Context: an optimization exercise on an open-source flow, tuned for small area, a short achievable clock period and few clock cycles. The choices shown serve that exercise and are no tape-out recipe.
No functional check of the RTL was part of any run shown here.
Power is estimated from default activity; no workload was simulated.

## flow/design.v

```verilog
`timescale 1ns / 1ps
`timescale 1ns / 1ps
module mips(
    input clk,
    input reset,
    output [31:0] i_addr,
    input  [31:0] i_data,
    output [31:0] d_addr,
    output [31:0] d_wdata,
    output        d_we,
    output [31:0] d_pc,
    input  [31:0] d_rdata,
    output        reg_we,
    output [4:0]  reg_addr,
    output [31:0] reg_wdata,
    output [31:0] reg_pc
    );
    reg [31:0] pc;
    assign i_addr = pc;
    reg        d_v;
    reg [31:0] d_ir, dpc;
    reg [31:0] e_a, e_b, e_x, e_pc;
    reg        e_sub, e_or, e_lw, e_sw, e_beq, e_wr;
    reg [4:0]  e_dst;
    reg        e_fa, e_fb, e_fsm, e_fsl;
    reg [31:0] m_res, m_sd, m_pc;
    reg        m_lw, m_sw, m_wr;
    reg [4:0]  m_dst;
    reg [31:0] w_res, w_pc;
    reg        w_wr;
    reg [4:0]  w_dst;
    reg [31:0] rf [1:31];
    reg [31:1] rf_v;             
    always @(posedge clk) begin
        if (w_wr) rf[w_dst] <= w_res;
    end
    always @(posedge clk) begin
        if (reset) rf_v <= 31'b0;
        else if (w_wr) rf_v[w_dst] <= 1'b1;
    end
    wire [5:0] op = d_ir[31:26];
    wire [5:0] fn = d_ir[5:0];
    wire [4:0] rs = d_ir[25:21];
    wire [4:0] rt = d_ir[20:16];
    wire [4:0] rd = d_ir[15:11];
    wire [15:0] imm = d_ir[15:0];
    wire [31:0] simm = {{16{imm[15]}}, imm};
    wire rtype = (op == 6'h00);
    wire i_add = d_v & rtype & (fn == 6'h20);
    wire i_sub = d_v & rtype & (fn == 6'h22);
    wire i_jr  = d_v & rtype & (fn == 6'h08);
    wire i_ori = d_v & (op == 6'h0d);
    wire i_lui = d_v & (op == 6'h0f);
    wire i_lw  = d_v & (op == 6'h23);
    wire i_sw  = d_v & (op == 6'h2b);
    wire i_beq = d_v & (op == 6'h04);
    wire i_jal = d_v & (op == 6'h03);
    wire beq_always = i_beq & (rs == rt);      
    wire beq_cond   = i_beq & (rs != rt);
    wire [4:0] dst = (i_add | i_sub) ? rd : i_jal ? 5'd31 : rt;
    wire wr = (i_add | i_sub | i_ori | i_lui | i_lw | i_jal) & (dst != 5'd0);
    wire use_a = i_add | i_sub | i_ori | i_lw | i_sw | beq_cond;    
    wire use_b = i_add | i_sub | beq_cond;                          
    function [31:0] rdval;
        input [4:0] r;
        begin
            if (m_wr && m_dst == r) rdval = m_lw ? d_rdata : m_res;
            else if (w_wr && w_dst == r) rdval = w_res;
            else if (r != 5'd0 && rf_v[r]) rdval = rf[r];
            else rdval = 32'b0;
        end
    endfunction
    wire [31:0] rs_val = rdval(rs);
    wire [31:0] rt_val = rdval(rt);
    wire e_hit_rs = e_wr & (e_dst == rs);
    wire e_hit_rt = e_wr & (e_dst == rt);
    wire stall = (e_lw & ((use_a & e_hit_rs) | (use_b & e_hit_rt))) | (i_jr & e_hit_rs);
    wire [31:0] br_tgt = pc + {simm[29:0], 2'b00};
    wire [31:0] a = e_fa ? m_res : e_a;
    wire [31:0] b = e_fb ? m_res : e_b;
    wire [31:0] sum = a + (e_sub ? ~b : b) + {31'b0, e_sub};
    wire [31:0] res = e_or ? (a | b) : sum;
    wire taken = e_beq & (a == b);
    wire [31:0] sd = e_fsm ? m_res : e_fsl ? d_rdata : e_x;
    reg [31:0] npc;
    always @(*) begin
        if (taken) npc = e_x;
        else if (stall) npc = pc;
        else if (i_jal) npc = {pc[31:28], d_ir[25:0], 2'b00};
        else if (beq_always) npc = br_tgt;
        else if (i_jr) npc = rs_val;
        else npc = pc + 32'd4;
    end
    always @(posedge clk) begin
        if (reset) pc <= 32'h00003000;
        else pc <= npc;
    end
    always @(posedge clk) begin
        if (reset) d_v <= 1'b0;
        else if (taken) d_v <= 1'b0;
        else if (!stall) d_v <= 1'b1;
    end
    always @(posedge clk) begin
        if (!stall) begin
            d_ir <= i_data;
            dpc <= pc;
        end
    end
    wire bubble = stall;
    always @(posedge clk) begin
        if (reset | bubble) begin
            e_lw <= 1'b0; e_sw <= 1'b0; e_beq <= 1'b0; e_wr <= 1'b0;
        end else begin
            e_lw <= i_lw; e_sw <= i_sw; e_beq <= beq_cond; e_wr <= wr;
        end
    end
    always @(posedge clk) begin
        e_sub <= i_sub | beq_cond;
        e_or  <= i_ori | i_lui;
        e_dst <= dst;
        e_fa  <= use_a & e_hit_rs;
        e_fb  <= use_b & e_hit_rt;
        e_fsm <= e_hit_rt & ~e_lw;
        e_fsl <= e_hit_rt & e_lw;
        e_pc  <= dpc;
        e_a   <= i_jal ? dpc : i_lui ? 32'b0 : rs_val;
        e_b   <= (i_add | i_sub | i_beq) ? rt_val :
                 i_jal ? 32'd8 :
                 i_lui ? {imm, 16'b0} :
                 i_ori ? {16'b0, imm} : simm;
        e_x   <= i_sw ? rt_val : br_tgt;
    end
    always @(posedge clk) begin
        if (reset) begin
            m_lw <= 1'b0; m_sw <= 1'b0; m_wr <= 1'b0;
        end else begin
            m_lw <= e_lw; m_sw <= e_sw; m_wr <= e_wr;
        end
    end
    always @(posedge clk) begin
        m_res <= res;
        m_sd  <= sd;
        m_pc  <= e_pc;
        m_dst <= e_dst;
    end
    assign d_addr  = m_res;
    assign d_wdata = m_sd;
    assign d_we    = m_sw;
    assign d_pc    = m_pc;
    always @(posedge clk) begin
        if (reset) w_wr <= 1'b0;
        else w_wr <= m_wr;
    end
    always @(posedge clk) begin
        w_res <= m_lw ? d_rdata : m_res;
        w_pc  <= m_pc;
        w_dst <= m_dst;
    end
    assign reg_we    = w_wr;
    assign reg_addr  = w_dst;
    assign reg_wdata = w_res;
    assign reg_pc    = w_pc;
endmodule
```

## flow/constraint.sdc

```tcl
create_clock -name core_clock -period 9.0 [get_ports {clk}]
set_input_delay 1.8000 -clock core_clock [delete_from_list [all_inputs] [get_ports {clk}]]
set_output_delay 1.8000 -clock core_clock [all_outputs]
set_load 0.01 [all_outputs]
```

## flow/config.mk

```make
export PLATFORM = sky130hd
export DESIGN_NAME = mips
export DESIGN_NICKNAME = mips
export VERILOG_FILES = /design/flow/design.v
export SDC_FILE = /design/flow/constraint.sdc
export NUM_CORES = 4
export LEC_CHECK = 0
export CAP_MARGIN = 20
export CORE_MARGIN = 2
export CORE_UTILIZATION = 40
export SLEW_MARGIN = 20
```

## flow/run.sh

```bash
#!/bin/bash
# synth_recipe.tcl (not shown) runs the flow's synth.tcl, then flattens the netlist and writes it again
# the make line also repeats each setting of config.mk as NAME=value (left out here)
make -C /OpenROAD-flow-scripts/flow DESIGN_CONFIG=/design/flow/config.mk WORK_HOME=/design/flow/orfs CLKGATE_MAP_FILE= SYNTH_SCRIPT=/design/flow/synth_recipe.tcl finish
```

==> flow_metrics.tcl, run 1 <==
set metrics [dict create \
    grt.total_usage_pct 25.8 \
    synth.most_common_cell "edfxtp_1" \
    port_buffers 264 \
    synth_ff_type "edfxtp_1" \
    rsz0062_at_grt "no" \
    cap_violations 0 \
    netlist_area_um2 68200 \
    htreeDepth 4 \
    holdPathStages 0 \
    core-area_um2 169000 \
    p_switching_w 0.00412 \
    critPathRequiredTime_ps 9620 \
    io_pins 265 \
    synthTopCellsByCount "edfxtp_1, mux4_2, dfxtp_1, nor2_1, mux2i_1" \
    power_frac_clock_pct 39.6 \
    synth_cell_type_count 91 \
    die_w_um 417 \
    fmax_mhz 200 \
    hold_violations 0 \
    area_growth_pct 15.5 \
    synth-seq-cells 1447 \
    seqPwrFrac_pct 48.4 \
    wl_um 227000 \
    worst_pin_slew_ps 1180 \
    drt_iter0_markers 5514 \
    tritoncts "yes" \
    path_max_fanout 15 \
    clk_pin_slew_ps 60 \
    synth_top_area_cell "edfxtp_1" \
    postCtsHoldBufs 0 \
    arrival_ps 5630 \
    initial_core_util_pct 40.3 \
    powerDensity_nw_per_um2 204 \
    max_slew_margin_pct 20.9 \
    layout_worst_path_cycle_share_pct 55.6 \
    cts.sinks 1447 \
    wl_per_cell_um 32.3 \
    grt-ovfl-total 0 \
    gp_congestion 0.969 \
    power.internal_w 0.0119 \
    maxSlewViolCount 0 \
    dp_slack_ps 4080 \
    end_kind "flip-flop" \
    synthArstFlopShare_pct 0 \
    cts_buffers 157 \
    n_fill_cell 14583 \
    setup_viol 0 \
    synth_cells 4432 \
    clock_path_buffers 3 \
    ys_warn_count 1 \
    ff_latch_area_um2 39600 \
    hp-start "e_pc[30]" \
    vias 43839 \
    p_comb_share_pct 11.9 \
    crit_start "d_ir[21]" \
    synth_top_area_share_pct 46.5 \
    first_pass_iters 8 \
    r2r_cells 11 \
    ant_nets 0 \
    cts_root_buffer "clkbuf_16" \
    cts_resized 0 \
    grt_max_degree 99 \
    worst_slack_ps 4000 \
    r2r_start "d_ir[21]" \
    status "no timing/DRC/antenna violations" \
    skew_ps 24.1 \
    synth_seq_area_share_pct 58.0 \
    worstSkewPairLatency_ps 800 \
    multiInputGateArea_um2 27300 \
    swShare_pct 25.7 \
    ir_drop_mv 0.129 \
    setup_tns_ps 0 \
    via_per_inst 6.24 \
    postSynthAreaPerCell_um2 15.4 \
    antenna_found_initial 7 \
    dieArea_um2 174000 \
    final.min_clock_period_ps 5000 \
    r2r_slack_ps 4000 \
    holdPathEnd "m_pc[30]" \
    grt_pass1_vias 42934 \
    layout-drive-gt1-share_pct 22.5 \
    route.detailed.drc 0 \
    synth-edff-count 1056 \
    die_h_um 417 \
    cts_setup_buffers 0 \
    dpl.hpwl_um 145000 \
    final_nets 4853 \
    dpl-instance-area_um2 73700 \
    leakagePower_nw 26.4 \
    hold_path.class "flip-flop to flip-flop" \
    syn-num-nets 4606 \
    synth.area.top_cells "edfxtp_1, mux4_2, dfxtp_1" \
    rows 151 \
    design_area_um2 78700 \
    criticalPathCategory "flip-flop to flip-flop" \
    grt_pass1_wl_um 321000 \
    startpoint_type "flip-flop" \
    r2r_end "e_a[14]" \
]
[worst max-delay path: stages (launching register included)]
cell       delay, ps
edfxtp_1         930
inv_1            200
ha_1             590
mux4_2           380
mux2_2           300
a2111oi_4        350
nor4_2           120
a31oi_4          620
nor3_2            60
buf_4            240
a222oi_1         830
o21ai_0          190
[power groups by stage]
stage | Combinational [W] | Sequential (W) | Clock (W)
final | 0.00191 | 0.00778 | 0.00637
after global routing | 0.00203 | 0.00780 | 0.00673
after CTS | 0.00190 | 0.00778 | 0.00646
after detailed placement | 0.00190 | 0.00793 | 0
after global placement | 0.00188 | 0.00793 | 0
after floorplan | 0.000879 | 0.00799 | 0
[routing by layer]
metal  up-vias  global-route usage (%)  routed length (µm)  part of all wire [%]
met4         6                    10.4                9840                   4.3
li1      18320                       -                   -                     -
met1     22818                    35.0               91400                    40
met5         -                       0                  41                 0.018
met3       446                    4.80               18700                   8.2
met2      2249                    41.1              107000                    47
[cell usage in the layout (no fill, tap or decap), types with 57 or more instances in the layout]
master	n
nand2_1	185
o21ai_0	165
clkdlybuf4s50_1	263
nor2_1	248
ha_1	106
mux4_2	590
a21oi_1	232
edfxtp_1	1056
xnor2_1	96
buf_4	127
xor2_1	60
nand3_1	57
dfxtp_1	374
inv_1	72
mux2i_1	237
clkbuf_16	161
[stage by stage]
stage	util (%)	hold WS [ps]	std cells	power, W
floorplan	-	310	4432	0.00887
global placement	43.5	311	6737	0.00981
detailed placement	43.5	312	6738	0.00982
CTS	46.5	324	7028	0.0161
global route	46.5	330	7028	0.0166
finish	46.5	325	7030	0.0161
[state kept, by name, summed over array words and instances (netlist names), 5 cells and up, named ones only]
name	flops
d_ir	32
dpc	32
e_a	32
e_b	32
e_dst	5
e_pc	32
e_x	32
m_dst	5
m_pc	32
m_res	32
m_sd	32
pc	32
rf	992
rf_v	31
w_dst	5
w_pc	32
w_res	32
[cells by family after synthesis]
group	synth area share (%)
mux	23.8
xor+xnor	2.03
fa+ha+maj	2.00
buf+inv	2.35
simple gates	5.03
flops	58.0
compound gates	6.76
[worst max-delay path by stage]
stage	cells past startpoint	slack (ps)	end
2_1_floorplan	12	4510	pc[24]
3_3_place_gp	12	4160	pc[31]
3_5_place_dp	11	4080	pc[14]
4_1_cts	11	4070	pc[14]
5_1_grt	11	3710	pc[14]
6_report	11	4000	e_a[14]
[final cells by class]
class / count / share of cell area, %
clock inverter: 85 / 1.03
timing repair buffer: 398 / 4.74
multi-input combinational: 2602 / 34.7
sequential: 1447 / 50.3
clock buffer: 205 / 5.38
tap: 2218 / 3.53
inverter: 73 / 0.350
antenna: 2 / 0.00636
==> inputs of run 2 (changes only) <==
--- a/flow/config.mk
+++ b/flow/config.mk
@@ -6,6 +6,8 @@
 export NUM_CORES = 4
 export LEC_CHECK = 0
+export ABC_CLOCK_PERIOD_IN_PS = 3500
 export CAP_MARGIN = 20
 export CORE_MARGIN = 2
-export CORE_UTILIZATION = 40
+export CORE_UTILIZATION = 60
+export SETUP_SLACK_MARGIN = 5
 export SLEW_MARGIN = 20
==> run 2 against run 1 <==
Net effect: critical path depth fell by 1; largest power group unchanged; cell count fell by 10%; maximum frequency up 23%; routed wire length up 0.37%; count of clock-buffer cells in the layout is 1 lower; hold slack improved by 0.62 ps; total power fell by 1.1%; die area is 33% lower; via count increased by 3.2%; still clean on timing, DRC and antenna; critical endpoint is now pc[29].
==> flow_metrics.tcl, run 2 <==
set metrics [dict create \
    path_max_fanout 6 \
    postSynthAreaPerCell_um2 15.4 \
    worst_pin_slew_ps 1180 \
    die_h_um 341 \
    layout_worst_path_cycle_share_pct 45.2 \
    core-area_um2 113000 \
    worstSkewPairLatency_ps 790 \
    ys_warn_count 1 \
    crit_start "d_ir[5]" \
    route.detailed.drc 0 \
    die_w_um 341 \
    synth-seq-cells 1447 \
    postLayoutCoreUtil_pct 69.3 \
    synth_top_area_cell "edfxtp_1" \
    r2r_start "d_ir[5]" \
    gp_congestion 1.04 \
    synth_cells 4432 \
    most-common-layout-cells "edfxtp_1, mux4_2, dfxtp_1, clkdlybuf4s50_1, nor2_1" \
    rows 123 \
    dp.cells 6014 \
    setup_tns_ps 0 \
    final_nets 4858 \
    end_kind "flip-flop" \
    grt_pass1_wl_um 323000 \
    synth_seq_area_share_pct 58.0 \
    hold_ws_ps 325 \
    area_growth_pct 14.5 \
    criticalPathCategory "flip-flop to flip-flop" \
    hold_path.class "flip-flop to flip-flop" \
    layout-drive-gt1-share_pct 23.4 \
    wl_um 228000 \
    cts_root_buffer "clkbuf_16" \
    synthTopCellsByCount "edfxtp_1, mux4_2, dfxtp_1, nor2_1, mux2i_1" \
    clock_path_buffers 3 \
    netlist_area_um2 68200 \
    dpl.hpwl_um 140000 \
    initial_core_util_pct 60.5 \
    ir_drop_mv 0.203 \
    grt_pass1_vias 43888 \
    port_buffers 264 \
    final.min_clock_period_ps 4070 \
    io_pins 265 \
    synth_cell_type_count 91 \
    htreeDepth 4 \
    synth-edff-count 1056 \
    hold_violations 0 \
    grt_max_degree 98 \
    clk_pin_slew_ps 60 \
    synth.most_common_cell "edfxtp_1" \
    hp-start "e_pc[0]" \
    leakagePower_nw 26.5 \
    fmax_mhz 246 \
    setup_viol 0 \
    grt-ovfl-total 0 \
    synthArstFlopShare_pct 0 \
    wl_per_cell_um 36.1 \
    ant_nets 0 \
    postCtsHoldBufs 0 \
    synth_top_area_share_pct 46.5 \
    fin_cells 6309 \
    top_register "rf" \
    r2r_slack_ps 4930 \
    grt.total_usage_pct 39.3 \
    vias 45253 \
    n_fill_cell 7541 \
    syn-num-nets 4606 \
    cts_buffers 153 \
    dieArea_um2 116000 \
    via_per_inst 7.17 \
    startpoint_type "flip-flop" \
    max_slew_margin_pct 21.1 \
    drt_iter0_markers 6825 \
    synth.area.top_cells "edfxtp_1, mux4_2, dfxtp_1" \
    maxSlewViolCount 0 \
    rsz0062_at_grt "yes" \
    tritoncts "yes" \
    first_pass_iters 6 \
    cts.sinks 1447 \
    cap_violations 0 \
    antenna_found_initial 10 \
    status "no timing/DRC/antenna violations" \
    layout.cells.most_common "edfxtp_1" \
    powerDensity_nw_per_um2 204 \
    critPathRequiredTime_ps 9720 \
    arrival_ps 4780 \
    skew_ps 23.8 \
    synth_ff_type "edfxtp_1" \
    largest_reg_flops 992 \
]
==> run 2: changes by cell type in the layout (fill, tap and decap cells not counted), moves of 7 or more <==
cell and delta:
mux2i_1 -12, mux2i_2 +12, buf_4 -8, buf_6 +8
clkinv_1 -7
==> run 2: timing repair <==
action / in CTS / in global routing
pin swaps: 2 / 0
endpoints found under the setup margin: 184 / 141
buffers inserted: 13 / 0
resized for setup: 39 / 38
gates cloned: 1 / 1
==> run 2: final cells by class <==
| type | instances | area [µm²] | share of cell area (%) |
|---|---|---|---|
| clock buffer | 204 | 4150 | 5.31 |
| antenna | 1 | 2.50 | 0.00321 |
| clock inverter | 75 | 683 | 0.875 |
| multi-input combinational | 2602 | 27500 | 35.2 |
| tap | 1500 | 1880 | 2.41 |
| inverter | 73 | 282 | 0.361 |
| sequential | 1447 | 39600 | 50.7 |
| timing repair buffer | 407 | 3950 | 5.06 |
==> run 2: critical path, stage by stage, from the launching register on <==
cell       delay, ps
edfxtp_1         570
ha_1             400
o21a_1           200
o21ai_0          330
o21ba_2          310
o2111a_1         320
nor4b_2          480
o21ba_2          260
nor3_1            60
a2111oi_0        860
a32o_1           230
==> run 2: logic make-up after synthesis <==
family | count (synthesis) | share of synthesized area, %
DFF | 1447 | 58.0
muxes | 879 | 23.8
and+or+nand+nor | 740 | 5.03
AOI/OAI and AO/OA | 718 | 6.76
buffers and inverters | 383 | 2.35
xor gates and xnor gates | 157 | 2.03
adders and majority gates | 108 | 2.00
==> run 2: routing by layer <==
metal / wire (µm) / vias to the layer above / track usage (%) / part of all wire (%)
li1: - / 18297 / - / -
met3: 27500 / 676 / 9.27 / 12
met2: 104000 / 3352 / 60.0 / 46
met4: 13900 / 8 / 20.1 / 6.1
met5: 57 / - / 0 / 0.025
met1: 82600 / 22920 / 53.6 / 36
==> run 2: path summary, 6_finish.rpt <==
kind         endpoint  depth (start not counted)
min           m_pc[0]                          0
max reg2reg    pc[29]                         10
min reg2reg   m_pc[0]                          0
max            pc[29]                         10
==> run 2: per-stage QoR <==
step           worst slack (ps)  total power [W]  instance area (µm²)
3_3_place_gp               4070          0.00979                72700
3_5_place_dp               4220          0.00980                72700
5_1_grt                    4890           0.0163                78000
4_1_cts                    4820           0.0159                77800
2_1_floorplan              5140          0.00887                68200
6_report                   4930           0.0159                78000
==> run 2: where the power goes <==
group	total (W)	switching [W]	internal (W)
clock	0.00614	0.00267	0.00346
sequential	0.00780	0.000241	0.00756
combinational	0.00196	0.00121	0.000752

-- static timing again, ports no longer ideal --
The results above use ideal ports. As a check the final layouts listed here were re-extracted and re-timed, cells and wires unchanged. Step 1 (the two cells are an assumption about what drives the block):
set clk [get_ports {clk}]
set_driving_cell -lib_cell sky130_fd_sc_hd__clkbuf_16 $clk
set_driving_cell -lib_cell sky130_fd_sc_hd__buf_2 [delete_from_list [all_inputs] $clk]
Step 2 also shifts input and output timing later by t, the mid clock arrival at the registers, as if the neighbouring blocks saw the same clock. Slacks: ideal ports / drivers / drivers and shift; pairs: ideal ports / drivers.
run	t (ns)	setup WS [ns]	clock arrival spread, ns	cell pins on the clock port's net
run 1	0.859	3.998 / 3.998 / 3.998	0.030 / 0.029	1
run 2	0.850	4.934 / 4.934 / 4.741	0.024 / 0.024	1
After both steps every run listed still meets setup and hold. The setup slack of run 2, which loses most, moves by 0.000 ns with the drivers and by -0.193 ns with both steps.
